What follows belongs to an exercise in optimizing a design on an open flow for small area, a short achievable clock period and few clock cycles; a production flow would make more cautious choices.
RTL that was checked went through simulation tests only; none was proved equivalent to the original.
The RTL of runs 2 to 4 was laid out without a check of its function.

==> flow/design.v (outline; a module is shown in full before it is edited, if it fits) <==
// module get_negative: 7 lines
// module mux2in1: 15 lines
// module mux4in1: 19 lines
// module adder3: 18 lines
// module multiplier: 37 lines
// module flash: 22 lines
// module butterfly2: 136 lines
// module rom_twiddle: 99 lines
// module control_unit: 40 lines
// module ram_16_byte: 104 lines
// module FFT16_top: 847 lines
// module FFT16_stream: 141 lines
module FFT16_stream #(parameter WORD_SIZE = 16, FRACTION = 8)
(
	input 							i_clk,
	input 							i_rst,
	input 							i_valid,
	input 		[WORD_SIZE-1:0] 	i_re,
	input 		[WORD_SIZE-1:0] 	i_im,
	output 							o_ready,
	output reg 						o_valid,
	output reg 	[WORD_SIZE-1:0] 	o_re,
	output reg 	[WORD_SIZE-1:0] 	o_im
);
  // ...
==> flow/run.sh <==
#!/bin/bash
# synth_recipe.tcl (not shown) runs the flow's synth.tcl, then flattens the netlist and writes it again
# the make line also repeats each setting of config.mk as NAME=value (left out here)
make -C /OpenROAD-flow-scripts/flow DESIGN_CONFIG=/design/flow/config.mk WORK_HOME=/design/flow/orfs CLKGATE_MAP_FILE= SYNTH_SCRIPT=/design/flow/synth_recipe.tcl finish
==> flow/config.mk <==
export PLATFORM = sky130hd
export DESIGN_NAME = FFT16_stream
export DESIGN_NICKNAME = FFT16_stream
export VERILOG_FILES = /design/flow/design.v
export SDC_FILE = /design/flow/constraint.sdc
export NUM_CORES = 8
export LEC_CHECK = 0
export CAP_MARGIN = 20
export CORE_MARGIN = 2
export CORE_UTILIZATION = 20
export PLACE_DENSITY = 0.3
export SLEW_MARGIN = 20
==> flow/constraint.sdc <==
create_clock -name core_clock -period 10.0 [get_ports {i_clk}]
set_input_delay 2.0000 -clock core_clock [delete_from_list [all_inputs] [get_ports {i_clk}]]
set_output_delay 2.0000 -clock core_clock [all_outputs]
set_load 0.01 [all_outputs]
==> results.cfg, run 1 <==
[drt]
met1_length_mm = 358
wl_met3_mm = 48.8
post_drt_wl_per_cell_um = 29.1
top_layer = met5

[setup_path]
startpoint = my_FFT16_top.my_control_unit.counter[0]$_DFFE_PP0P_
cp.buffers_inverters = 4
endpoint = my_FFT16_top.butterfly5.Add4.o_sum[13]$_DFF_PP0_
slowest_stage = a2111oi_0

[global_routing]
first_global_vias = 120811
grt_pass1_wl_mm = 1090
antenna_found_initial = 139

[hold_path]
hold_class = flip-flop to flip-flop
hold_depth = 0

[timing]
setup_viol = 0
fin_crit_ns = 6.78
skew_ns = 0.136
maxClockFrequency_mhz = 148
whs_ns = 0.318

[cts]
clk_pin_slew_ns = 0.07
cts_max_level = 5
root_buffer = clkbuf_16

[synth]
synthCells = 15075
post-synth-top-count-cell = inv_1
synthFlopType = edfxtp_1
synth_area_leader_cell = edfxtp_1

[cells_and_area]
largest_registers = r_in_im: 256 flops, r_in_re: 256 flops

[floorplan]
start_util_pct = 20.1
die_w_um = 951

[status]
status = complete, no violations
Testbench counts, summed over its fixed seeds: cycles 14,216.
==> module FFT16_stream, before the edit <==
module FFT16_stream #(parameter WORD_SIZE = 16, FRACTION = 8)
(
	input 							i_clk,
	input 							i_rst,
	input 							i_valid,
	input 		[WORD_SIZE-1:0] 	i_re,
	input 		[WORD_SIZE-1:0] 	i_im,
	output 							o_ready,
	output reg 						o_valid,
	output reg 	[WORD_SIZE-1:0] 	o_re,
	output reg 	[WORD_SIZE-1:0] 	o_im
);
	localparam S_LOAD = 2'd0, S_FFT = 2'd1, S_OUT = 2'd2;
	reg 		[1:0] 			r_state;
	reg 		[3:0] 			r_index;
	reg 							r_start;
	wire 							w_FFT_cycle_done;
	reg 		[WORD_SIZE-1:0] 	r_in_re [0:15];
	reg 		[WORD_SIZE-1:0] 	r_in_im [0:15];
	wire 		[WORD_SIZE-1:0] 	w_out_re [0:15];
	wire 		[WORD_SIZE-1:0] 	w_out_im [0:15];
	assign o_ready = (r_state == S_LOAD);
	always @(posedge i_clk) begin
		if(o_ready && i_valid) begin
			r_in_re[r_index] <= i_re;
			r_in_im[r_index] <= i_im;
		end
	end
	wire 		[3:0] 			w_out_sel = {r_index[2:0], r_index[3]};
	always @(posedge i_clk or posedge i_rst) begin
		if(i_rst) begin
			r_state <= S_LOAD;
			r_index <= 0;
			r_start <= 0;
			o_valid <= 0;
		end
		else begin
			r_start <= 0;
			o_valid <= 0;
			case(r_state)
			S_LOAD: begin
				if(i_valid) begin
					r_index <= r_index + 1'b1;
					if(r_index == 15) begin
						r_start <= 1;
						r_state <= S_FFT;
					end
				end
			end
			S_FFT: begin
				if(w_FFT_cycle_done)
					r_state <= S_OUT;
			end
			default: begin
				o_valid <= 1;
				r_index <= r_index + 1'b1;
				if(r_index == 15)
					r_state <= S_LOAD;
			end
			endcase
		end
	end
	always @(posedge i_clk) begin
		o_re <= w_out_re[w_out_sel];
		o_im <= w_out_im[w_out_sel];
	end
	FFT16_top #(.WORD_SIZE(WORD_SIZE), .FRACTION(FRACTION)) my_FFT16_top
	(
		.i_clk(i_clk),
		.i_rst(i_rst),
		.i_start(r_start),
		.STAGES(3'd4),
		.choose_twiddle(2'd0),
		.in0_re(r_in_re[0]),
		.in0_im(r_in_im[0]),
		.in1_re(r_in_re[1]),
		.in1_im(r_in_im[1]),
		.in2_re(r_in_re[2]),
		.in2_im(r_in_im[2]),
		.in3_re(r_in_re[3]),
		.in3_im(r_in_im[3]),
		.in4_re(r_in_re[4]),
		.in4_im(r_in_im[4]),
		.in5_re(r_in_re[5]),
		.in5_im(r_in_im[5]),
		.in6_re(r_in_re[6]),
		.in6_im(r_in_im[6]),
		.in7_re(r_in_re[7]),
		.in7_im(r_in_im[7]),
		.in8_re(r_in_re[8]),
		.in8_im(r_in_im[8]),
		.in9_re(r_in_re[9]),
		.in9_im(r_in_im[9]),
		.in10_re(r_in_re[10]),
		.in10_im(r_in_im[10]),
		.in11_re(r_in_re[11]),
		.in11_im(r_in_im[11]),
		.in12_re(r_in_re[12]),
		.in12_im(r_in_im[12]),
		.in13_re(r_in_re[13]),
		.in13_im(r_in_im[13]),
		.in14_re(r_in_re[14]),
		.in14_im(r_in_im[14]),
		.in15_re(r_in_re[15]),
		.in15_im(r_in_im[15]),
		.out0_re(w_out_re[0]),
		.out0_im(w_out_im[0]),
		.out1_re(w_out_re[1]),
		.out1_im(w_out_im[1]),
		.out2_re(w_out_re[2]),
		.out2_im(w_out_im[2]),
		.out3_re(w_out_re[3]),
		.out3_im(w_out_im[3]),
		.out4_re(w_out_re[4]),
		.out4_im(w_out_im[4]),
		.out5_re(w_out_re[5]),
		.out5_im(w_out_im[5]),
		.out6_re(w_out_re[6]),
		.out6_im(w_out_im[6]),
		.out7_re(w_out_re[7]),
		.out7_im(w_out_im[7]),
		.out8_re(w_out_re[8]),
		.out8_im(w_out_im[8]),
		.out9_re(w_out_re[9]),
		.out9_im(w_out_im[9]),
		.out10_re(w_out_re[10]),
		.out10_im(w_out_im[10]),
		.out11_re(w_out_re[11]),
		.out11_im(w_out_im[11]),
		.out12_re(w_out_re[12]),
		.out12_im(w_out_im[12]),
		.out13_re(w_out_re[13]),
		.out13_im(w_out_im[13]),
		.out14_re(w_out_re[14]),
		.out14_im(w_out_im[14]),
		.out15_re(w_out_re[15]),
		.out15_im(w_out_im[15]),
		.o_FFT_cycle_done(w_FFT_cycle_done),
		.o_butterfly_done()
	);
endmodule
==> run 2: changes to the inputs <==
==> flow/design.v (replaced) <==
module FFT16_stream (
	input             i_clk,
	input             i_rst,
	input             i_valid,
	input      [15:0] i_re,
	input      [15:0] i_im,
	output            o_ready,
	output reg        o_valid,
	output reg [15:0] o_re,
	output reg [15:0] o_im
);
	reg  [2:0] ph;
	reg  [3:0] wcnt;
	reg        rdy;
	wire       acc = i_valid & rdy;
	wire [3:0] wcnt_n = wcnt + {3'd0, acc};
	wire [2:0] ph_n = ph + 3'd1;
	assign o_ready = rdy;
	always @(posedge i_clk or posedge i_rst) begin
		if (i_rst) begin
			ph   <= 3'd0;
			wcnt <= 4'd0;
			rdy  <= 1'b1;
		end else begin
			ph   <= ph_n;
			wcnt <= wcnt_n;
			rdy  <= (ph_n == wcnt_n[2:0]);
		end
	end
	reg        x_v;
	reg [15:0] x_re, x_im;
	always @(posedge i_clk or posedge i_rst) begin
		if (i_rst) x_v <= 1'b0;
		else       x_v <= acc;
	end
	always @(posedge i_clk) begin
		x_re <= i_re;
		x_im <= i_im;
	end
	wire        s0_v;
	wire [15:0] s0_re, s0_im;
	sdf_stage #(.LD(3)) st0 (.i_clk(i_clk), .i_rst(i_rst), .i_v(x_v), .i_re(x_re), .i_im(x_im),
		.i_sw(1'b0), .i_nr(1'b0), .o_v(s0_v), .o_re(s0_re), .o_im(s0_im));
	reg  [3:0] q1;
	always @(posedge i_clk or posedge i_rst) begin
		if (i_rst) q1 <= 4'd0;
		else if (s0_v) q1 <= q1 + 4'd1;
	end
	wire        j1 = q1[3] & q1[2];
	wire        s1_v;
	wire [15:0] s1_re, s1_im;
	sdf_stage #(.LD(2)) st1 (.i_clk(i_clk), .i_rst(i_rst), .i_v(s0_v), .i_re(s0_re), .i_im(s0_im),
		.i_sw(j1), .i_nr(j1), .o_v(s1_v), .o_re(s1_re), .o_im(s1_im));
	wire        t2_v, t2_nr;
	wire [15:0] t2_re, t2_im;
	tw2 u_tw2 (.i_clk(i_clk), .i_rst(i_rst), .i_v(s1_v), .i_re(s1_re), .i_im(s1_im),
		.o_v(t2_v), .o_re(t2_re), .o_im(t2_im), .o_nr(t2_nr));
	wire        s2_v;
	wire [15:0] s2_re, s2_im;
	sdf_stage #(.LD(1)) st2 (.i_clk(i_clk), .i_rst(i_rst), .i_v(t2_v), .i_re(t2_re), .i_im(t2_im),
		.i_sw(1'b0), .i_nr(t2_nr), .o_v(s2_v), .o_re(s2_re), .o_im(s2_im));
	wire        t3_v, t3_nr;
	wire [15:0] t3_re, t3_im;
	tw3 u_tw3 (.i_clk(i_clk), .i_rst(i_rst), .i_v(s2_v), .i_re(s2_re), .i_im(s2_im),
		.o_v(t3_v), .o_re(t3_re), .o_im(t3_im), .o_nr(t3_nr));
	wire        s3_v;
	wire [15:0] s3_re, s3_im;
	sdf_stage #(.LD(0)) st3 (.i_clk(i_clk), .i_rst(i_rst), .i_v(t3_v), .i_re(t3_re), .i_im(t3_im),
		.i_sw(1'b0), .i_nr(t3_nr), .o_v(s3_v), .o_re(s3_re), .o_im(s3_im));
	wire        r0_v, r1_v;
	wire [15:0] r0_re, r0_im, r1_re, r1_im;
	bit_exchange #(.BI(0), .BJ(3)) ex0 (.i_clk(i_clk), .i_rst(i_rst), .i_v(s3_v), .i_re(s3_re), .i_im(s3_im),
		.o_v(r0_v), .o_re(r0_re), .o_im(r0_im));
	bit_exchange #(.BI(1), .BJ(2)) ex1 (.i_clk(i_clk), .i_rst(i_rst), .i_v(r0_v), .i_re(r0_re), .i_im(r0_im),
		.o_v(r1_v), .o_re(r1_re), .o_im(r1_im));
	always @(posedge i_clk or posedge i_rst) begin
		if (i_rst) o_valid <= 1'b0;
		else       o_valid <= r1_v;
	end
	always @(posedge i_clk) begin
		o_re <= r1_re;
		o_im <= r1_im;
	end
endmodule
module sdf_stage #(parameter LD = 0) (
	input             i_clk,
	input             i_rst,
	input             i_v,
	input      [15:0] i_re,
	input      [15:0] i_im,
	input             i_sw,
	input             i_nr,
	output reg        o_v,
	output reg [15:0] o_re,
	output reg [15:0] o_im
);
	localparam D = 1 << LD;
	reg  [3:0]  q;
	reg  [LD:0] pend;
	wire comb = i_v & q[LD];
	wire last = comb & (q[LD:0] == {(LD+1){1'b1}});
	always @(posedge i_clk or posedge i_rst) begin
		if (i_rst) begin
			q    <= 4'd0;
			pend <= 0;
			o_v  <= 1'b0;
		end else begin
			if (i_v) q <= q + 4'd1;
			if (last) pend <= D;
			else if (pend != 0) pend <= pend - 1'b1;
			o_v <= comb | (pend != 0);
		end
	end
	reg  [15:0] dl_re [0:D-1];
	reg  [15:0] dl_im [0:D-1];
	wire [15:0] x0_re = dl_re[D-1];
	wire [15:0] x0_im = dl_im[D-1];
	wire [15:0] t_re  = (i_sw ? i_im : i_re) ^ {16{i_nr}};
	wire [15:0] t_im  = i_sw ? i_re : i_im;
	wire [15:0] y0_re = x0_re + t_re + {15'd0, i_nr};
	wire [15:0] y1_re = x0_re + ~t_re + {15'd0, ~i_nr};
	wire [15:0] y0_im = x0_im + t_im;
	wire [15:0] y1_im = x0_im - t_im;
	integer j;
	always @(posedge i_clk) begin
		dl_re[0] <= comb ? y1_re : (i_v ? i_re : x0_re);
		dl_im[0] <= comb ? y1_im : (i_v ? i_im : x0_im);
		for (j = 1; j < D; j = j + 1) begin
			dl_re[j] <= dl_re[j-1];
			dl_im[j] <= dl_im[j-1];
		end
		o_re <= comb ? y0_re : x0_re;
		o_im <= comb ? y0_im : x0_im;
	end
endmodule
module cmul3 (
	input  [15:0] a,
	output [15:0] p_ed,
	output [15:0] p_62,
	output [15:0] p_b5
);
	wire signed [24:0] x  = {{9{a[15]}}, a};
	wire signed [24:0] x3 = (x <<< 1) + x;
	wire [24:0] bias = {17'd0, {8{a[15]}}};
	wire [24:0] f_ed = (x <<< 8) - (x <<< 4) - x3 + bias;
	wire [24:0] f_62 = (x3 <<< 5) + (x <<< 1) + bias;
	wire [24:0] f_b5 = (x3 <<< 6) - (x <<< 3) - x3 + bias;
	assign p_ed = f_ed[23:8];
	assign p_62 = f_62[23:8];
	assign p_b5 = f_b5[23:8];
endmodule
module cmul_b5 (
	input  [15:0] a,
	output [15:0] p
);
	wire signed [24:0] x  = {{9{a[15]}}, a};
	wire signed [24:0] x3 = (x <<< 1) + x;
	wire [24:0] bias = {17'd0, {8{a[15]}}};
	wire [24:0] f = (x3 <<< 6) - (x <<< 3) - x3 + bias;
	assign p = f[23:8];
endmodule
module tw2 (
	input             i_clk,
	input             i_rst,
	input             i_v,
	input      [15:0] i_re,
	input      [15:0] i_im,
	output reg        o_v,
	output reg [15:0] o_re,
	output reg [15:0] o_im,
	output reg        o_nr
);
	reg [3:0] q;
	always @(posedge i_clk or posedge i_rst) begin
		if (i_rst) begin
			q   <= 4'd0;
			o_v <= 1'b0;
		end else begin
			if (i_v) q <= q + 4'd1;
			o_v <= i_v;
		end
	end
	wire [15:0] mr, mi;
	cmul_b5 u_r (.a(i_re), .p(mr));
	cmul_b5 u_i (.a(i_im), .p(mi));
	wire [15:0] msum = mr + mi;
	wire [15:0] mdif = mr - mi;
	reg  [15:0] t_re, t_im;
	reg         nr;
	always @(*) begin
		t_re = i_re; t_im = i_im; nr = 1'b0;
		if (q[1]) begin
			case ({q[2], q[3]})
				2'd1: begin t_re = mdif; t_im = msum; end
				2'd2: begin t_re = i_im; t_im = i_re; nr = 1'b1; end
				2'd3: begin t_re = msum; t_im = mdif; nr = 1'b1; end
				default: ;
			endcase
		end
	end
	always @(posedge i_clk) begin
		o_re <= t_re;
		o_im <= t_im;
		o_nr <= nr;
	end
endmodule
module tw3 (
	input             i_clk,
	input             i_rst,
	input             i_v,
	input      [15:0] i_re,
	input      [15:0] i_im,
	output reg        o_v,
	output reg [15:0] o_re,
	output reg [15:0] o_im,
	output reg        o_nr
);
	reg [3:0] q;
	always @(posedge i_clk or posedge i_rst) begin
		if (i_rst) begin
			q   <= 4'd0;
			o_v <= 1'b0;
		end else begin
			if (i_v) q <= q + 4'd1;
			o_v <= i_v;
		end
	end
	wire [15:0] r_ed, r_62, r_b5, i_ed, i_62, i_b5;
	cmul3 u_r (.a(i_re), .p_ed(r_ed), .p_62(r_62), .p_b5(r_b5));
	cmul3 u_i (.a(i_im), .p_ed(i_ed), .p_62(i_62), .p_b5(i_b5));
	wire [2:0] k = {q[1], q[2], q[3]};
	wire       b5 = (k == 3'd2) | (k == 3'd6);
	wire [15:0] xa = b5 ? r_b5 : r_ed;
	wire [15:0] xb = b5 ? i_b5 : i_62;
	wire [15:0] ya = b5 ? r_b5 : r_62;
	wire [15:0] yb = b5 ? i_b5 : i_ed;
	reg         xs, ys, swp, nr;
	always @(*) begin
		case (k)
			3'd1: begin xs = 1; ys = 0; swp = 0; nr = 0; end
			3'd2: begin xs = 1; ys = 0; swp = 0; nr = 0; end
			3'd3: begin xs = 0; ys = 1; swp = 1; nr = 0; end
			3'd5: begin xs = 1; ys = 0; swp = 1; nr = 1; end
			3'd6: begin xs = 0; ys = 1; swp = 0; nr = 1; end
			3'd7: begin xs = 0; ys = 1; swp = 0; nr = 1; end
			default: begin xs = 0; ys = 0; swp = 0; nr = 0; end
		endcase
	end
	wire [15:0] X = xs ? xa - xb : xa + xb;
	wire [15:0] Y = ys ? ya - yb : ya + yb;
	reg  [15:0] t_re, t_im;
	reg         t_nr;
	always @(*) begin
		t_re = i_re; t_im = i_im; t_nr = 1'b0;
		if (q[0]) begin
			if (k == 3'd0) begin
				t_re = i_re; t_im = i_im;
			end else if (k == 3'd4) begin
				t_re = i_im; t_im = i_re; t_nr = 1'b1;
			end else begin
				t_re = swp ? Y : X;
				t_im = swp ? X : Y;
				t_nr = nr;
			end
		end
	end
	always @(posedge i_clk) begin
		o_re <= t_re;
		o_im <= t_im;
		o_nr <= t_nr;
	end
endmodule
module bit_exchange #(parameter BI = 0, BJ = 3) (
	input             i_clk,
	input             i_rst,
	input             i_v,
	input      [15:0] i_re,
	input      [15:0] i_im,
	output            o_v,
	output     [15:0] o_re,
	output     [15:0] o_im
);
	localparam L = (1 << BJ) - (1 << BI);
	reg [3:0] q;
	reg [L-1:0] vd;
	always @(posedge i_clk or posedge i_rst) begin
		if (i_rst) begin
			q  <= 4'd0;
			vd <= 0;
		end else begin
			if (i_v) q <= q + 4'd1;
			vd <= (L == 1) ? i_v : {vd, i_v};
		end
	end
	wire s = i_v & q[BJ] & ~q[BI];
	reg  [15:0] b_re [0:L-1];
	reg  [15:0] b_im [0:L-1];
	integer j;
	always @(posedge i_clk) begin
		b_re[0] <= s ? b_re[L-1] : i_re;
		b_im[0] <= s ? b_im[L-1] : i_im;
		for (j = 1; j < L; j = j + 1) begin
			b_re[j] <= b_re[j-1];
			b_im[j] <= b_im[j-1];
		end
	end
	assign o_re = s ? i_re : b_re[L-1];
	assign o_im = s ? i_im : b_im[L-1];
	assign o_v  = vd[L-1];
endmodule
==> run 2 against run 1 <==
  * Sequential share of layout area decreased by 8.1 points
  * Largest cell class is now multi-input gates
  * Critical path type unchanged
  * Routed wire length decreased by 79%
  * Critical path depth increased by 19
  * Still clean on timing, DRC and antenna
  * Die area decreased by 67%
  * Fmax decreased by 27%
  * Global-route usage decreased by 5.9 points
==> results.cfg, run 2 <==
[synth]
async_flop_share_pct = 5.79
syn_area_um2 = 57900
yosys.cell_types.count = 99
synthFlopType = dfxtp_1
synth_area_leader_cell = dfxtp_1
synth_area_leaders = dfxtp_1 34%, ha_1 14%, xnor2_1 4.7%
synth-edff-count = 32
synth_top_area_share_pct = 34.4
synth_common_cells = 994 x dfxtp_1, 671 x ha_1, 600 x inv_1, 450 x a21oi_1, 419 x nand2_1
synth_warnings = 21
synthCells = 6168
synth.yosys.seq_area_share_pct = 38.7
post-synth-top-count-cell = dfxtp_1
avgSynthCellArea_um2 = 9.39
synth-seq-cells = 1089

[timing]
maxClockFrequency_mhz = 108
worst_slack_ns = 0.743
timing.final.crit_share_pct = 92.6
relSlewSlack_pct = 33.7
tns_ns = 0
slew_violations = 0
whs_ns = 0.299
hold_viol = 0
rsz0062_at_grt = no
skew_ns = 0.0486
setup_viol = 0
fin_crit_ns = 9.26
max_slew.worst_pin.slew_ns = 0.985

[drt]
via_count = 41810
viasPerCell = 4.13
post_drt_wl_per_cell_um = 17.2
drt_drc_violations_left = 0
wl_mm = 174
antenna_left = 0
dr.first_iter.drc_count = 2123
dr.pass1.iters = 5

[setup_path]
cp_top_family = compound AO/OA/AOI/OAI gates
cp.buffers_inverters = 1
path_max_fanout = 8
max_stage_delay_ns = 0.56
end_kind = flip-flop
worstPathRequired_ns = 10.70
cp_data_arrival_time_ns = 9.95
criticalPathCategory = flip-flop to flip-flop
slowest_stage = o41a_1
startpoint_type = flip-flop

[cts]
cts_max_level = 4
clk_latency_ns = 0.80
cts_hold_buf = 0
cts_setup_buffers = 0
cts_tree = yes
numCtsBuffers = 140
cts.path.max_buffers = 4
clk_pin_slew_ns = 0.06
root_buffer = clkbuf_16
ctsResizeCount = 0
clock_sinks = 1089

[cells_and_area]
mostFrequentLayoutCells = 994 x dfxtp_1, 671 x ha_1, 599 x inv_1
largest_registers = st0.dl_im: 128 flops, st0.dl_re: 128 flops
final_cell_area_um2 = 68000
syn_to_final_growth_pct = 17.4
final_nets = 7068
layout_commonest_cell = dfxtp_1
drive_gt1_share_pct = 6.77

[floorplan]
die_w_um = 542
pin_count = 69
die_area_um2 = 294000
dieHeight_um = 542
rows = 197
fp.coreArea_um2 = 288000
start_util_pct = 20.1

[status]
status = complete, no violations

[placed_design]
io_buffers = 68
routabilityCongestion = 0.810
placed_area_um2 = 63100
place_hpwl_mm = 134
dpl_worst_slack_ns = 0.684

[global_routing]
globalRouteTotalUtil_pct = 11.7
antenna_found_initial = 14
grt_pass1_wl_mm = 265
overflow = 0
grt_max_degree = 85
first_global_vias = 42553

[run]
max_cap_viol_count = 0

[hold_path]
hold_class = flip-flop to flip-flop
==> run 2: layout make-up <==
cell class                 count  area, um2
fill                       31105     220000
multi-input combinational   4277      32500
sequential                  1089      22400
tap                         3781       4730
clock buffer                 204       4290
inverter                     603       2270
timing repair buffer         130       1150
clock inverter                46        616
antenna                        1       2.50
==> run 2: through the flow <==
step,util [%],std cells
CTS,23.6,10130
floorplan,-,6168
finish,23.6,10131
global placement,21.9,9880
detailed placement,21.9,9880
global route,23.6,10131
==> run 2: per-layer routing <==
layer  up-vias  GRT usage (%)  share of wire (%)
met4         0           3.31                2.6
met1     19654           15.0                 47
met5         -              0                  0
met2       507           20.4                 48
met3       212           1.49                2.8
li1      21437              -                  -
==> run 2: worst paths after layout <==
path                       cells past startpoint  slack, ns                     start                       end
max                                           37       0.74       st2.o_im[2]$_DFF_P_    u_tw3.o_im[15]$_DFF_P_
min                                            0       0.30  st2.dl_re[0][14]$_DFF_P_  st2.dl_re[1][14]$_DFF_P_
max reg2reg                                   37       0.74       st2.o_im[2]$_DFF_P_    u_tw3.o_im[15]$_DFF_P_
min reg2reg                                    0       0.30  st2.dl_re[0][14]$_DFF_P_  st2.dl_re[1][14]$_DFF_P_
max in group asynchronous                      3       7.27                     i_rst       u_tw3.o_v$_DFF_PP0_
min in group asynchronous                      2       1.47                     i_rst         wcnt[0]$_DFF_PP0_
==> run 2: logic make-up (layout without fill, tap and decap cells) <==
logic type               count (synthesis)  count (layout)  share of synthesized area (%)
flip-flops                            1089            1089                           38.7
XOR/XNOR                               444             444                           6.74
other                                    0               1                              0
AND/OR/NAND/NOR                       1316            1316                           10.7
multiplexers                           168             168                           3.07
buffers and inverters                  802             983                           5.20
AO/OA/AOI/OAI                         1557            1557                           16.9
adder cells (fa/ha/maj)                792             792                           18.7
==> run 3: changes to the inputs <==
--- a/flow/design.v
+++ b/flow/design.v
@@ -14,5 +14,6 @@
 	reg        rdy;
 	wire       acc = i_valid & rdy;
-	wire [3:0] wcnt_n = wcnt + {3'd0, acc};
+	wire [3:0] wcnt_p1 = wcnt + 4'd1;
+	wire [3:0] wcnt_n = acc ? wcnt_p1 : wcnt;
 	wire [2:0] ph_n = ph + 3'd1;
 	assign o_ready = rdy;
@@ -25,5 +26,5 @@
 			ph   <= ph_n;
 			wcnt <= wcnt_n;
-			rdy  <= (ph_n == wcnt_n[2:0]);
+			rdy  <= acc ? (ph_n == wcnt_p1[2:0]) : (ph_n == wcnt[2:0]);
 		end
 	end
@@ -134,28 +135,17 @@
 	end
 endmodule
-module cmul3 (
-	input  [15:0] a,
-	output [15:0] p_ed,
-	output [15:0] p_62,
-	output [15:0] p_b5
-);
-	wire signed [24:0] x  = {{9{a[15]}}, a};
-	wire signed [24:0] x3 = (x <<< 1) + x;
-	wire [24:0] bias = {17'd0, {8{a[15]}}};
-	wire [24:0] f_ed = (x <<< 8) - (x <<< 4) - x3 + bias;
-	wire [24:0] f_62 = (x3 <<< 5) + (x <<< 1) + bias;
-	wire [24:0] f_b5 = (x3 <<< 6) - (x <<< 3) - x3 + bias;
-	assign p_ed = f_ed[23:8];
-	assign p_62 = f_62[23:8];
-	assign p_b5 = f_b5[23:8];
+module cmul_ed (input [15:0] a, output [15:0] p);
+	wire [24:0] x = {{9{a[15]}}, a};
+	wire [24:0] f = (x << 8) - (x << 4) - (x << 2) + x + {17'd0, {8{a[15]}}};
+	assign p = f[23:8];
 endmodule
-module cmul_b5 (
-	input  [15:0] a,
-	output [15:0] p
-);
-	wire signed [24:0] x  = {{9{a[15]}}, a};
-	wire signed [24:0] x3 = (x <<< 1) + x;
-	wire [24:0] bias = {17'd0, {8{a[15]}}};
-	wire [24:0] f = (x3 <<< 6) - (x <<< 3) - x3 + bias;
+module cmul_62 (input [15:0] a, output [15:0] p);
+	wire [24:0] x = {{9{a[15]}}, a};
+	wire [24:0] f = (x << 6) + (x << 5) + (x << 1) + {17'd0, {8{a[15]}}};
+	assign p = f[23:8];
+endmodule
+module cmul_b5 (input [15:0] a, output [15:0] p);
+	wire [24:0] x = {{9{a[15]}}, a};
+	wire [24:0] f = (x << 8) - (x << 6) - (x << 4) + (x << 2) + x + {17'd0, {8{a[15]}}};
 	assign p = f[23:8];
 endmodule
@@ -172,11 +162,16 @@
 );
 	reg [3:0] q;
+	reg       a_v;
+	reg [1:0] a_k;     
+	reg [15:0] a_re, a_im;
 	always @(posedge i_clk or posedge i_rst) begin
 		if (i_rst) begin
 			q   <= 4'd0;
+			a_v <= 1'b0;
 			o_v <= 1'b0;
 		end else begin
 			if (i_v) q <= q + 4'd1;
-			o_v <= i_v;
+			a_v <= i_v;
+			o_v <= a_v;
 		end
 	end
@@ -184,23 +179,20 @@
 	cmul_b5 u_r (.a(i_re), .p(mr));
 	cmul_b5 u_i (.a(i_im), .p(mi));
-	wire [15:0] msum = mr + mi;
-	wire [15:0] mdif = mr - mi;
-	reg  [15:0] t_re, t_im;
-	reg         nr;
-	always @(*) begin
-		t_re = i_re; t_im = i_im; nr = 1'b0;
-		if (q[1]) begin
-			case ({q[2], q[3]})
-				2'd1: begin t_re = mdif; t_im = msum; end
-				2'd2: begin t_re = i_im; t_im = i_re; nr = 1'b1; end
-				2'd3: begin t_re = msum; t_im = mdif; nr = 1'b1; end
-				default: ;
-			endcase
-		end
+	wire [1:0] k = q[1] ? {q[2], q[3]} : 2'd0;
+	wire       b5 = k[0];
+	always @(posedge i_clk) begin
+		a_k  <= k;
+		a_re <= b5 ? mr : i_re;
+		a_im <= b5 ? mi : i_im;
 	end
+	wire [15:0] msum = a_re + a_im;
+	wire [15:0] mdif = a_re - a_im;
 	always @(posedge i_clk) begin
-		o_re <= t_re;
-		o_im <= t_im;
-		o_nr <= nr;
+		case (a_k)
+			2'd1: begin o_re <= mdif; o_im <= msum; o_nr <= 1'b0; end
+			2'd2: begin o_re <= a_im; o_im <= a_re; o_nr <= 1'b1; end
+			2'd3: begin o_re <= msum; o_im <= mdif; o_nr <= 1'b1; end
+			default: begin o_re <= a_re; o_im <= a_im; o_nr <= 1'b0; end
+		endcase
 	end
 endmodule
@@ -217,22 +209,27 @@
 );
 	reg [3:0] q;
+	reg       a_v;
 	always @(posedge i_clk or posedge i_rst) begin
 		if (i_rst) begin
 			q   <= 4'd0;
+			a_v <= 1'b0;
 			o_v <= 1'b0;
 		end else begin
 			if (i_v) q <= q + 4'd1;
-			o_v <= i_v;
+			a_v <= i_v;
+			o_v <= a_v;
 		end
 	end
 	wire [15:0] r_ed, r_62, r_b5, i_ed, i_62, i_b5;
-	cmul3 u_r (.a(i_re), .p_ed(r_ed), .p_62(r_62), .p_b5(r_b5));
-	cmul3 u_i (.a(i_im), .p_ed(i_ed), .p_62(i_62), .p_b5(i_b5));
-	wire [2:0] k = {q[1], q[2], q[3]};
+	cmul_ed u0 (.a(i_re), .p(r_ed));
+	cmul_62 u1 (.a(i_re), .p(r_62));
+	cmul_b5 u2 (.a(i_re), .p(r_b5));
+	cmul_ed u3 (.a(i_im), .p(i_ed));
+	cmul_62 u4 (.a(i_im), .p(i_62));
+	cmul_b5 u5 (.a(i_im), .p(i_b5));
+	wire [2:0] k  = {q[1], q[2], q[3]};
+	wire       x1 = q[0];
 	wire       b5 = (k == 3'd2) | (k == 3'd6);
-	wire [15:0] xa = b5 ? r_b5 : r_ed;
-	wire [15:0] xb = b5 ? i_b5 : i_62;
-	wire [15:0] ya = b5 ? r_b5 : r_62;
-	wire [15:0] yb = b5 ? i_b5 : i_ed;
+	wire       tr = (k == 3'd0) | (k == 3'd4);    
 	reg         xs, ys, swp, nr;
 	always @(*) begin
@@ -241,4 +238,5 @@
 			3'd2: begin xs = 1; ys = 0; swp = 0; nr = 0; end
 			3'd3: begin xs = 0; ys = 1; swp = 1; nr = 0; end
+			3'd4: begin xs = 0; ys = 0; swp = 1; nr = 1; end
 			3'd5: begin xs = 1; ys = 0; swp = 1; nr = 1; end
 			3'd6: begin xs = 0; ys = 1; swp = 0; nr = 1; end
@@ -247,26 +245,26 @@
 		endcase
 	end
-	wire [15:0] X = xs ? xa - xb : xa + xb;
-	wire [15:0] Y = ys ? ya - yb : ya + yb;
-	reg  [15:0] t_re, t_im;
-	reg         t_nr;
-	always @(*) begin
-		t_re = i_re; t_im = i_im; t_nr = 1'b0;
-		if (q[0]) begin
-			if (k == 3'd0) begin
-				t_re = i_re; t_im = i_im;
-			end else if (k == 3'd4) begin
-				t_re = i_im; t_im = i_re; t_nr = 1'b1;
-			end else begin
-				t_re = swp ? Y : X;
-				t_im = swp ? X : Y;
-				t_nr = nr;
-			end
+	reg  [15:0] a_xa, a_xb, a_ya, a_yb;
+	reg         a_xs, a_ys, a_swp, a_nr;
+	always @(posedge i_clk) begin
+		if (x1 & ~tr) begin
+			a_xa <= b5 ? r_b5 : r_ed;
+			a_xb <= b5 ? i_b5 : i_62;
+			a_ya <= b5 ? r_b5 : r_62;
+			a_yb <= b5 ? i_b5 : i_ed;
+			a_xs <= xs; a_ys <= ys; a_swp <= swp; a_nr <= nr;
+		end else begin
+			a_xa <= i_re; a_xb <= 16'd0;
+			a_ya <= i_im; a_yb <= 16'd0;
+			a_xs <= 1'b0; a_ys <= 1'b0;
+			a_swp <= x1 & swp; a_nr <= x1 & nr;
 		end
 	end
+	wire [15:0] X = a_xs ? a_xa - a_xb : a_xa + a_xb;
+	wire [15:0] Y = a_ys ? a_ya - a_yb : a_ya + a_yb;
 	always @(posedge i_clk) begin
-		o_re <= t_re;
-		o_im <= t_im;
-		o_nr <= t_nr;
+		o_re <= a_swp ? Y : X;
+		o_im <= a_swp ? X : Y;
+		o_nr <= a_nr;
 	end
 endmodule
--- a/flow/config.mk
+++ b/flow/config.mk
@@ -8,5 +8,6 @@
 export CAP_MARGIN = 20
 export CORE_MARGIN = 2
-export CORE_UTILIZATION = 20
-export PLACE_DENSITY = 0.3
+export CORE_UTILIZATION = 50
+export PLACE_DENSITY = 0.6
+export SETUP_SLACK_MARGIN = 5
 export SLEW_MARGIN = 20
==> run 3 against run 2 <==
  * Still clean on timing, DRC and antenna
  * First-iteration DRC count increased by 11%
  * Design area increased by 0.42%
  * Fmax increased by 93%
  * Worst setup slack improved by 4.5 ns
  * Flip-flop and latch count increased by 104
  * Synthesized cell count increased by 1.9%
  * Utilization increased by 32 points
  * Critical endpoint is now u_tw3.a_ya[15]$_DFF_P_
==> results.cfg, run 3 <==
[cells_and_area]
final_cell_area_um2 = 68300
mostFrequentLayoutCells = 1,073 x dfxtp_1, 721 x inv_1, 593 x ha_1
num_antenna_cells = 0
final_nets = 7216
largest_registers = st0.dl_im: 128 flops, st0.dl_re: 128 flops
drive_gt1_share_pct = 6.77
syn_to_final_growth_pct = 10.6
layout_commonest_cell = dfxtp_1

[synth]
synthCells = 6286
synth_warnings = 21
async_flop_share_pct = 5.45
synth_area_leader_cell = dfxtp_1
avgSynthCellArea_um2 = 9.83
synth_common_cells = 1,096 x dfxtp_1, 725 x inv_1, 593 x ha_1, 460 x nand2_1, 397 x a21oi_1
synthFlopType = dfxtp_1
synth.yosys.seq_area_share_pct = 39.7
post-synth-top-count-cell = dfxtp_1
synth-seq-cells = 1193
synth_top_area_share_pct = 35.5
synth_area_leaders = dfxtp_1 36%, ha_1 12%, fa_1 9.5%
syn_area_um2 = 61800
yosys.cell_types.count = 85
synth-edff-count = 32

[cts]
clk_pin_slew_ns = 0.06
cts_max_level = 3
cts_tree = yes
root_buffer = clkbuf_16
numCtsBuffers = 119
cts_hold_buf = 0
cts.path.max_buffers = 3
clock_sinks = 1193
clk_latency_ns = 0.76

[setup_path]
startpoint_type = flip-flop
criticalPathCategory = flip-flop to flip-flop
reg2reg_slack_ns = 5.22
rr_worst_depth = 16
worstPathRequired_ns = 10.50
end_kind = flip-flop
reg2reg_from = st2.o_re[0]$_DFF_P_
timing.rr.end = u_tw3.a_ya[15]$_DFF_P_
cp_data_arrival_time_ns = 5.28
path_max_fanout = 6

[placed_design]
io_buffers = 68
routabilityCongestion = 0.903
placed_area_um2 = 63900
place_hpwl_mm = 101

[timing]
maxClockFrequency_mhz = 209
whs_ns = 0.255
max_slew.worst_pin.slew_ns = 1.08
timing.final.crit_share_pct = 47.8
setup_viol = 0
tns_ns = 0
skew_ns = 0.0888
rsz0062_at_grt = yes
relSlewSlack_pct = 28.0
slew_violations = 0
hold_viol = 0
fin_crit_ns = 4.78

[floorplan]
pin_count = 69
die_area_um2 = 126000
start_util_pct = 50.5
fp.coreArea_um2 = 122000
die_w_um = 355
dieHeight_um = 355
rows = 128

[drt]
drt_drc_violations_left = 0
wl_mm = 134
via_count = 41595
dr.pass1.iters = 5
post_drt_wl_per_cell_um = 16.7
viasPerCell = 5.19
dr.first_iter.drc_count = 2367
antenna_left = 0

[hold_path]
holdPathEnd = ex0.b_im[3][0]$_DFF_P_
min_from = ex0.b_im[2][0]$_DFF_P_
hold_class = flip-flop to flip-flop
hold_depth = 0

[global_routing]
grt_pass1_wl_mm = 219
first_global_vias = 41399
antenna_found_initial = 3
globalRouteTotalUtil_pct = 21.4
overflow = 0
grt_max_degree = 102

[run]
max_cap_viol_count = 0

[status]
status = complete, no violations
-- run 3: cell types whose count changed in the layout (fill, tap and decap cells not counted), sizes merged, moves of 28 or more --
cell and change:
a21oi -53, buf -29, clkbuf -33, dfxtp +102
fa +173, ha -78, inv +121, nand2 +41
o21ai -56, o21bai -36, or3 +28
-- run 3: cell type report --
class                      instances  area, um2
fill                           10666      53900
multi-input combinational       4149      33700
sequential                      1193      24600
clock buffer                     171       3550
inverter                         730       2750
tap                             1625       2030
timing repair buffer             101        948
clock inverter                    52        712
-- run 3: cell families after synthesis --
logic type / Yosys count / share of synthesized area [%]
buffers and inverters: 944 / 5.76
muxes: 188 / 3.69
xor gates and xnor gates: 437 / 6.20
AOI/OAI and AO/OA: 1293 / 13.0
DFF: 1193 / 39.7
and+or+nand+nor: 1344 / 10.1
adders and majority gates: 887 / 21.5
-- run 3: worst max path at each step --
stage	start	to	slack (ns)	cells after the start
after detailed placement	st2.o_im[1]$_DFF_P_	u_tw3.a_yb[15]$_SDFF_PN0_	4.77	15
final	st2.o_re[0]$_DFF_P_	u_tw3.a_ya[15]$_DFF_P_	5.22	16
after global routing	st2.o_re[0]$_DFF_P_	u_tw3.a_ya[15]$_DFF_P_	4.96	16
after CTS	st2.o_re[1]$_DFF_P_	u_tw3.a_ya[15]$_DFF_P_	5.00	17
after global placement	st2.o_im[0]$_DFF_P_	u_tw3.a_xb[15]$_SDFF_PN0_	4.91	17
after floorplan	st2.o_re[15]$_DFF_P_	u_tw3.a_ya[15]$_DFF_P_	5.05	15
-- run 3: routing by layer --
metal	up-vias	track usage [%]	part of all wire, %
li1	21053	-	-
met1	19707	28.4	46
met4	0	7.08	3.1
met2	627	36.0	47
met3	208	3.02	3.4
met5	-	0	0
-- run 3: what timing repair did --
action | CTS | global route
setup endpoints to repair | 11 | 29
resized for setup | 11 | 19
pin swaps | 0 | 2
buffers inserted | 2 | 2
-- run 3: critical path: stages, from the launching register on --
cell and delay [ns]:
dfxtp_4 0.42, clkinvlp_4 0.13, fa_1 0.61, inv_1 0.11, fa_1 0.51, fa_1 0.42, ha_1 0.22, a2111o_1 0.34
a31oi_1 0.24, a21oi_2 0.13, o2111ai_2 0.21, a21o_1 0.19, a21oi_1 0.12, o2111a_1 0.27, or3_1 0.39, a21oi_2 0.18
a221oi_1 0.07
-- run 3: metrics by stage --
stage                     util [%]  setup slack (ns)  std cells
after floorplan                  -              5.05       6286
after global placement        52.3              4.91       7793
after detailed placement      52.3              4.77       7793
after CTS                     55.8              5.00       8018
after global routing          55.9              4.96       8021
final                         55.9              5.22       8021
==> run 4: changes to the inputs <==
--- a/flow/config.mk
+++ b/flow/config.mk
@@ -8,6 +8,6 @@
 export CAP_MARGIN = 20
 export CORE_MARGIN = 2
-export CORE_UTILIZATION = 50
-export PLACE_DENSITY = 0.6
+export CORE_UTILIZATION = 20
+export PLACE_DENSITY = 0.3
 export SETUP_SLACK_MARGIN = 5
 export SLEW_MARGIN = 20
==> run 4 against run 3 <==
  * Still clean
  * Count of clock-buffer cells in the layout grew 40
  * Die area grew 150%
  * Utilization shrank 32 points
  * Clock skew shrank 0.025 ns
  * First-iteration DRC count shrank 28%
==> results.cfg, run 4 <==
[floorplan]
rows = 204
die_w_um = 560
start_util_pct = 20.0
fp.coreArea_um2 = 308000
die_area_um2 = 313000
dieHeight_um = 560
pin_count = 69

[setup_path]
path_cells = clkinvlp_4 -> fa_2 -> inv_1 -> fa_1 -> fa_1 -> ha_1 -> a2111o_1 -> a31oi_2 -> a21oi_1 -> o2111ai_2 -> a21o_1 -> a21oi_1 -> o2111a_1 -> or3_1 -> a21oi_2 -> a221oi_1
rr_worst_depth = 16
cp_data_arrival_time_ns = 5.34
slowest_stage = fa_2
criticalPathCategory = flip-flop to flip-flop
end_kind = flip-flop
worstPathRequired_ns = 10.57
max_stage_delay_ns = 0.62
path_max_fanout = 6
startpoint_type = flip-flop

[global_routing]
overflow = 0
grt_use_met3_pct = 1.42
grt_max_degree = 79
antenna_found_initial = 15
grt_pass1_wl_mm = 269
met2_usage_pct = 18.6
busiest_layer = met2
globalRouteTotalUtil_pct = 11.0
first_global_vias = 43936
use_met1_pct = 14.8

[timing]
worst_slack_ns = 5.23
slew_violations = 0
setup_viol = 0
max_slew.worst_pin.slew_ns = 1.05
relSlewSlack_pct = 29.5
fin_crit_ns = 4.77
maxClockFrequency_mhz = 209
skew_ns = 0.0635
tns_ns = 0
timing.final.crit_share_pct = 47.7
hold_viol = 0
rsz0062_at_grt = yes

[placed_design]
dpl_worst_slack_ns = 4.58
io_buffers = 68
place_hpwl_mm = 131
routabilityCongestion = 0.775

[cts]
clk_latency_ns = 0.81
cts_max_level = 4
root_buffer = clkbuf_16
numCtsBuffers = 153
clk_pin_slew_ns = 0.06
cts.path.max_buffers = 4
cts_tree = yes
clock_sinks = 1193

[synth]
synth-seq-cells = 1193
async_flop_share_pct = 5.45
synth.yosys.seq_area_share_pct = 39.7
synth_top_area_share_pct = 35.5
synthFlopType = dfxtp_1
post-synth-top-count-cell = dfxtp_1
syn_area_um2 = 61800
synth-edff-count = 32
synth_area_leaders = dfxtp_1 36%, ha_1 12%, fa_1 9.5%
synth_warnings = 21
synth_common_cells = 1,096 x dfxtp_1, 725 x inv_1, 593 x ha_1, 460 x nand2_1, 397 x a21oi_1
yosys.cell_types.count = 85
synthCells = 6286
avgSynthCellArea_um2 = 9.83
synth_area_leader_cell = dfxtp_1

[status]
status = complete, no violations

[cells_and_area]
drive_gt1_share_pct = 7.80
mostFrequentLayoutCells = 1,074 x dfxtp_1, 717 x inv_1, 592 x ha_1
fillers = 33230
largest_registers = st0.dl_im: 128 flops, st0.dl_re: 128 flops
final_nets = 7271
syn_to_final_growth_pct = 17.2
layout_commonest_cell = dfxtp_1

[drt]
dr.pass1.iters = 5
dr.first_iter.drc_count = 1711
antenna_left = 0
drt_drc_violations_left = 0
via_count = 41656
post_drt_wl_per_cell_um = 16.3
wl_mm = 173
viasPerCell = 3.94

[hold_path]
hold_depth = 0
hold_class = flip-flop to flip-flop

[run]
max_cap_viol_count = 0
[run 4: logic make-up after synthesis]
family                     after synthesis  synth area share (%)
AOI/OAI and AO/OA                     1293                  13.0
xor gates and xnor gates               437                  6.20
adders and majority gates              887                  21.5
buffers and inverters                  944                  5.76
DFF                                   1193                  39.7
muxes                                  188                  3.69
and+or+nand+nor                       1344                  10.1
[run 4: stage by stage]
| step | utilization, % | cells | instance area [um2] | hold WS [ns] |
|---|---|---|---|---|
| 2_1_floorplan | - | 6286 | 61800 | 0.310 |
| 3_3_place_gp | 21.8 | 10302 | 67100 | 0.310 |
| 3_5_place_dp | 21.8 | 10302 | 67100 | 0.312 |
| 4_1_cts | 23.5 | 10575 | 72300 | 0.282 |
| 5_1_grt | 23.5 | 10582 | 72400 | 0.299 |
| 6_report | 23.5 | 10582 | 72400 | 0.288 |
[run 4: cell type report]
cell class                      count  area [um2]  area share, %
Tap cell                         4120        5150           7.12
Timing Repair Buffer              122        1090           1.51
Clock buffer                      211        4410           6.09
Inverter                          730        2770           3.82
Sequential cell                  1193       24600           33.9
Antenna cell                        1        2.50        0.00346
Multi-Input combinational cell   4149       33800           46.7
Clock inverter                     56         621          0.857
[run 4: timing repair]
action	4_1_cts	5_1_grt
buffers inserted	6	6
gates cloned	0	0
hold buffers	0	0
pin swaps	0	2
endpoints found under the setup margin	27	32
gates resized for setup	22	23
[run 4: path summary, 6_finish.rpt]
check / startpoint / end / slack, ns
setup / recovery: st2.o_re[0]$_DFF_P_ / u_tw3.a_ya[15]$_DFF_P_ / 5.23
hold / removal: st1.dl_im[2][2]$_DFF_P_ / st1.dl_im[3][2]$_DFF_P_ / 0.29
setup reg to reg: st2.o_re[0]$_DFF_P_ / u_tw3.a_ya[15]$_DFF_P_ / 5.23
hold reg to reg: st1.dl_im[2][2]$_DFF_P_ / st1.dl_im[3][2]$_DFF_P_ / 0.29
max in group asynchronous: i_rst / st2.q[1]$_DFFE_PP0P_ / 7.45
min in group asynchronous: i_rst / ex1.vd[0]$_DFF_PP0_ / 1.44
[run 4: metal layers]
metal  vias up  part of all wire [%]
met3       188                   2.5
met5         -                     0
met4         0                   1.9
met1     19892                    49
met2       417                    47
li1      21159                     -
[run 4: critical path, delay by kind of cell (launching register included)]
kind,cells,cell delay [ns]
AOI/OAI and AO/OA,9,1.81
adders and majority gates,4,1.75
buffers and inverters,2,0.23
DFF,1,0.41
and+or+nand+nor,1,0.38

## what the ideal ports hide
Ports are ideal in the flow. The routed layouts listed here were re-timed in OpenROAD. Step 1, drivers: a clkbuf_16 drives i_clk and a buf_2 each remaining input, both assumed. Step 2, shift: input delay + t, output delay - t, t = (earliest + latest rising clock arrival at the registers) / 2. This alone moves slack from input paths to output paths. Slacks: no drivers / after step 1 / after step 2; pairs: no drivers / after step 1.
run	t (ns)	slack for setup (ns)	worst hold slack (ns)	worst setup path at the end	slew at the worst register clock pin (ns)
run 1	1.218	3.221 / 3.221 / 3.221	0.318 / 0.318 / 0.318	register to register	0.08 / 0.08
run 2	0.863	0.743 / 0.743 / 0.743	0.299 / 0.299 / 0.299	register to register	0.06 / 0.06
run 3	0.786	5.215 / 5.215 / 5.215	0.255 / 0.255 / 0.255	register to register	0.07 / 0.07
run 4	0.876	5.226 / 5.226 / 5.226	0.288 / 0.288 / 0.288	register to register	0.07 / 0.07
After both steps setup and hold are still met in every run listed.
